What follows belongs to an exercise in optimizing a design on an open flow for small area and a short achievable clock period; a production flow would make more cautious choices.
The RTL was checked by simulation tests, not by an equivalence proof against the original design.
No activity file was given, so power comes from the tool's default toggle rates.

## flow/design.v (module list and top-level ports; edited modules follow where they fit)
// module schoolbook: 1425 lines
module schoolbook(clk, rst, a, b, c);
  // ...
==> flow/flow/run.sh <==
#!/bin/bash
set -euo pipefail
bash standard.sh SETUP_SLACK_MARGIN=9 BUFFER_PORTS_ARGS="-buffer_cell sky130_fd_sc_hd__buf_1" finish > standard.log 2>&1
==> flow/standard.sh <==
#!/bin/bash
# synth_recipe.tcl (not shown) runs the flow's synth.tcl, then flattens the netlist and writes it again
# the make line also repeats each setting of config.mk as NAME=value (left out here)
make -C /OpenROAD-flow-scripts/flow DESIGN_CONFIG=/design/flow/config.mk WORK_HOME=/design/flow/orfs CLKGATE_MAP_FILE= SYNTH_SCRIPT=/design/flow/synth_recipe.tcl "${@:-finish}"
==> flow/config.mk <==
export PLATFORM = sky130hd
export DESIGN_NAME = schoolbook
export DESIGN_NICKNAME = schoolbook
export VERILOG_FILES = /design/flow/design.v
export SDC_FILE = /design/flow/constraint.sdc
export NUM_CORES = 4
export LEC_CHECK = 0
export CAP_MARGIN = 20
export CORE_MARGIN = 2
export CORE_UTILIZATION = 50
export PLACE_DENSITY = 0.6
export SLEW_MARGIN = 40
==> flow/constraint.sdc <==
create_clock -name core_clock -period 14.0 [get_ports {clk}]
set_input_delay 2.8000 -clock core_clock [delete_from_list [all_inputs] [get_ports {clk}]]
set_output_delay 2.8000 -clock core_clock [all_outputs]
set_load 0.01 [all_outputs]
==> results by group, run 1 <==
Yosys
  – Fraction of post-synthesis cell area in the top cell type by area: approximately 40%
  – Yosys top cell by area: sky130_fd_sc_hd__edfxtp_1
  – Synthesized-area fraction occupied by and/or/nand/nor cells: 10.1%
  – Average footprint of a synthesized cell: 11.9 um^2
  – Share of flip-flops with an asynchronous set or reset: 0%
  – Flip-flop cell with the highest count after synthesis: sky130_fd_sc_hd__edfxtp_1
  – EDFF count, synth: approximately 570
  – Post-Synth Adder-Cell Area: between 10% and 20%
  – Main combinational cell family by area after synthesis: adder cells
  – Cell area after technology mapping: between 40000 and 50000 um^2
  – Cell count after synthesis: ~3700
  – Sequential share of the synthesized area: 52.4%
  – Multiplexer fraction of the synthesized cell area: 7.27%
  – Yosys warning total: 1
  – Cell types with the largest area share after synthesis: sky130_fd_sc_hd__edfxtp_1 39%, sky130_fd_sc_hd__dfxtp_1 13%, sky130_fd_sc_hd__ha_1 8.1%
  – Compound-gate portion of the synthesized area: 9.62%
  – XOR/XNOR share of the synthesized area: 2.91%
  – Post-synthesis register bit count: 860
  – Distinct cell type count after synthesis: 70
  – Most common library cells after synthesis: 566 x sky130_fd_sc_hd__edfxtp_1, 377 x sky130_fd_sc_hd__nand2_1, 351 x sky130_fd_sc_hd__o21ai_0
  – Synthesized netlist net count: ~4700
  – Dominant cell by count in the synthesized netlist: sky130_fd_sc_hd__edfxtp_1

Status
  – Stage where the flow stopped: I/O pin placement
  – Run status: aborted with a tool error
  – First Err: [ERROR PPL-0024] Number of IO pins (1134) exceeds maximum number of available positions (1080). Increase the die perimeter from 1198.08um to 1542.24um.

Floorplanning
  – Starting Density: 50.4%
  – Cell row count: 108
  – DIE WIDTH: between 200 and 300 um
  – Die extent in y: ~300 um
==> run 2: changes to the inputs <==
--- a/flow/config.mk
+++ b/flow/config.mk
@@ -8,4 +8,4 @@
 export CAP_MARGIN = 20
-export CORE_MARGIN = 2
-export CORE_UTILIZATION = 50
+export CORE_AREA = 5 5 395 395
+export DIE_AREA = 0 0 400 400
 export PLACE_DENSITY = 0.6
==> run 2 against run 1 <==
Now clean on timing, DRC and antenna. Area after synthesis unchanged. Synthesized cell count unchanged.
==> results by group, run 2 <==
Status
  – Run status: finished clean (was aborted with a tool error)

Layout
  – Final net count: roughly 5800
  – Biggest registers after layout: am x283, hi x283, lo x283
  – Area Overhead vs Synth: 24.1%
  – Most common cell after layout, fill and taps aside: sky130_fd_sc_hd__buf_1
  – Filler-free cell count of the finished design: 6953
  – Share of final-layout standard cells stronger than drive strength 1: a little over a tenth
  – Most used cells in the layout excluding fill and tap cells: 1132 x sky130_fd_sc_hd__buf_1, 566 x sky130_fd_sc_hd__edfxtp_1, 377 x sky130_fd_sc_hd__nand2_1
  – Util after Layout: 35.8%

Critical path
  – Origin of the critical flop-to-flop path: hi[0]
  – Required @ worst endpoint: ~14 ns
  – Critical R2R Capture: hi[166]
  – Number of cells on the worst reg-to-reg path: 17
  – CP arrival: 5.19 ns
  – Critical path class: reg -> reg
  – Setup slack of the most critical reg-to-reg path: 9.23 ns
  – Maximum fanout encountered on the critical timing path: 6
  – Kind of start point of the critical path: flip-flop
  – Type of destination of the critical path: flip-flop

Yosys
  – Fraction of post-synthesis cell area in the top cell type by area: 38.9% (unchanged)
  – Most common library cells after synthesis: 566 x sky130_fd_sc_hd__edfxtp_1, 377 x sky130_fd_sc_hd__nand2_1, 351 x sky130_fd_sc_hd__o21ai_0 (unchanged)
  – Flip-flop cell with the highest count after synthesis: sky130_fd_sc_hd__edfxtp_1 (unchanged)
  – Dominant cell by count in the synthesized netlist: sky130_fd_sc_hd__edfxtp_1 (unchanged)
  – Post-synthesis register bit count: 860 (unchanged)
  – Share of flip-flops with an asynchronous set or reset: 0% (unchanged)
  – EDFF count, synth: 566 (unchanged)
  – Average footprint of a synthesized cell: 11.9 um^2 (unchanged)
  – Cell count after synthesis: 3657 (unchanged)
  – Yosys warning total: 1 (unchanged)
  – Synthesized netlist net count: 4650 (unchanged)
  – Yosys top cell by area: sky130_fd_sc_hd__edfxtp_1 (unchanged)
  – Cell area after technology mapping: 43700 um^2 (unchanged)
  – Distinct cell type count after synthesis: 70 (unchanged)
  – Sequential share of the synthesized area: 52.4% (unchanged)
  – Cell types with the largest area share after synthesis: sky130_fd_sc_hd__edfxtp_1 39%, sky130_fd_sc_hd__dfxtp_1 13%, sky130_fd_sc_hd__ha_1 8.1% (unchanged)

Routing
  – Remaining antenna violation count after routing: 0
  – WL/cell: roughly 26 um
  – Via count of the routed design: 33739
  – Starting DRC count in detailed routing: roughly 2400
  – Number of detailed-routing iterations run before antenna repair: 9
  – Drt drc: 0
  – Avg Vias per Cell: 4.85
  – Routed WL: between 150 and 200 mm

Clock network
  – Maximum root-to-sink buffer count: 3
  – Hold_buf cts: 0
  – Clock insertion delay at the later pin of the skew report: 0.73 ns
  – Buffer type at the clock tree root: sky130_fd_sc_hd__clkbuf_16
  – Clk sink count: 860
  – H-tree Lvls: 3
  – Clock buffer count from CTS: 104
  – CTS tree: built
  – Clock transition at path regs: 0.06 ns

Global route
  – Congestion Overflow GR: 0
  – Largest net degree at the start of global routing: 149
  – Number of antenna violations at the first check in global routing: 62
  – Number of global-route vias before repair: 33588
  – Overall routing resource usage: roughly 22%
  – Wire length of the first global-routing pass: 248 mm

Power and ir drop
  – Leak pwr: 0.0213 uW
  – Power per Cell Area: 166 nW/um^2
  – Maximum vdd ir drop: 0.124 mV
  – Overall power after layout: 9020 uW

Timing
  – Total count of max-transition violations in the final report: 0
  – Unrepaired setup endpoints after global routing: false
  – Final number of setup-violating endpoints: 0
  – Worst slew margin: just under 30%
  – Final worst-path cycle share: around a third
  – Worst hold-check slack: ~0.49 ns
  – Tightest Pin Transition: 1.06 ns
  – Clk_skew: 0.0566 ns
  – Total Neg Setup Slack: 0 ns
  – Maximum clock frequency: 0.210 GHz
  – Final number of hold-violating endpoints: 0
  – Shortest period the worst path allows: 4.77 ns

Placed design
  – Number of cells after detailed placement: 6714
  – Port bufs: 1133
  – Post-DP HPWL: 146 mm
  – Final GP Congestion: 0.926

Floorplanning
  – Die area: roughly 160000 um^2
  – Std-Cell Core Area: 152000 um^2
  – Die extent in y: 400 um (was 300 um)
  – Ports placed on the boundary: 1134
  – Cell row count: 143 (was 108)
  – Starting Density: 28.8% (was 50.4%)
  – DIE WIDTH: 400 um (was 300 um)

Min path
  – Worst Hold Endpoint: count[8]
  – Worst hold path type: reg -> reg
  – Hold path depth: 2
  – Hold wc startpoint: count[8]

Flow run
  – Number of max-cap violations: 0
## run 2: cell counts after synthesis
Identical to the previous run, type by type.
## run 2: critical path, stage by stage (launching register included)
cell and delay [ns]:
sky130_fd_sc_hd__edfxtp_1 0.41, sky130_fd_sc_hd__ha_1 0.23, sky130_fd_sc_hd__fa_1 0.44, sky130_fd_sc_hd__a211oi_2 0.24
sky130_fd_sc_hd__o211a_1 0.21, sky130_fd_sc_hd__or4b_1 0.13, sky130_fd_sc_hd__nand3_2 0.23, sky130_fd_sc_hd__o2111ai_4 0.34
sky130_fd_sc_hd__a2111oi_4 0.11, sky130_fd_sc_hd__buf_4 0.19, sky130_fd_sc_hd__buf_4 0.15, sky130_fd_sc_hd__o21a_2 0.29
sky130_fd_sc_hd__a21oi_1 0.40, sky130_fd_sc_hd__o21bai_1 0.17, sky130_fd_sc_hd__a31o_2 0.28, sky130_fd_sc_hd__fa_1 0.37
sky130_fd_sc_hd__xnor2_1 0.18, sky130_fd_sc_hd__o21ai_0 0.10
## run 2: worst max-delay path by stage
stage	start	to	cells after the start
2_1_floorplan	done	hi[0]	1
3_3_place_gp	hi[131]	hi[273]	14
3_5_place_dp	hi[131]	hi[273]	14
4_1_cts	hi[0]	hi[166]	17
5_1_grt	hi[23]	hi[251]	17
6_report	hi[0]	hi[166]	17
## run 2: metal layers
metal,share of wire [%],GRT usage (%),up-vias
li1,-,-,15344
met5,0.17,0,-
met2,49,37.4,1316
met1,35,23.2,16659
met3,9.9,8.64,370
met4,5.2,9.89,50
## run 2: area by class of cell
type | instances | area, um^2
tap | 2030 | 2540
clock inverter | 50 | 626
multi-input combinational | 2435 | 19600
antenna | 37 | 92.6
inverter | 235 | 886
fill | 15335 | 97300
timing repair buffer | 1164 | 4650
clock buffer | 142 | 2930
sequential | 860 | 22900
## run 2: logic make-up after synthesis
family                   Yosys count  synth area share, %
AND/OR/NAND/NOR                  879                 10.1
flip-flops                       860                 52.4
AO/OA/AOI/OAI                    704                 9.62
adder cells (fa/ha/maj)          425                 14.6
buffers and inverters            362                 3.11
multiplexers                     282                 7.27
XOR/XNOR                         145                 2.91
## run 2: metrics by stage
stage / area, um^2 / worst slack (ns)
2_1_floorplan: 43700 / 4.72
3_3_place_gp: 50200 / 8.49
3_5_place_dp: 50300 / 8.44
4_1_cts: 53900 / 9.04
5_1_grt: 54100 / 9.02
6_report: 54200 / 9.23
## run 2: repair_timing
| item | CTS | global route |
|---|---|---|
| pin swaps | 2 | 2 |
| setup buffers | 5 | 4 |
| endpoints found under the setup margin | 49 | 71 |
| gates resized for setup | 6 | 18 |
## run 2: power breakdown
group | internal (uW) | switching [uW]
Sequential | 3240 | 378
Combinational | 991 | 1590
Clock | 1660 | 1160
Total | 5890 | 3140

[what the ideal ports hide]
No port has a modelled driver above. Below, the same layout with a new extraction and two added sets of constraints. Step 1 (the two cells are an assumption about what drives the block):
set clk [get_ports {clk}]
set_driving_cell -lib_cell sky130_fd_sc_hd__clkbuf_16 $clk
set_driving_cell -lib_cell sky130_fd_sc_hd__buf_2 [delete_from_list [all_inputs] $clk]
Step 2 moves the port delays by t, midway between the first and last clock arrival at a register: inputs arrive t later, outputs are due t later. That takes back most of the time a late clock gives input paths. Slacks: ideal / step 1 / step 2; pairs: ideal / step 1.
run: run 2
t (ns): 0.782
setup slack, ns: 9.233 / 9.213 / 9.047
worst setup path after step 2: input to register
worst register clock-pin slew, ns: 0.07 / 0.07
After both steps run 2 still meets setup and hold. For run 2, drivers alone change the setup slack by -0.020 ns; drivers and shift together by -0.186 ns.
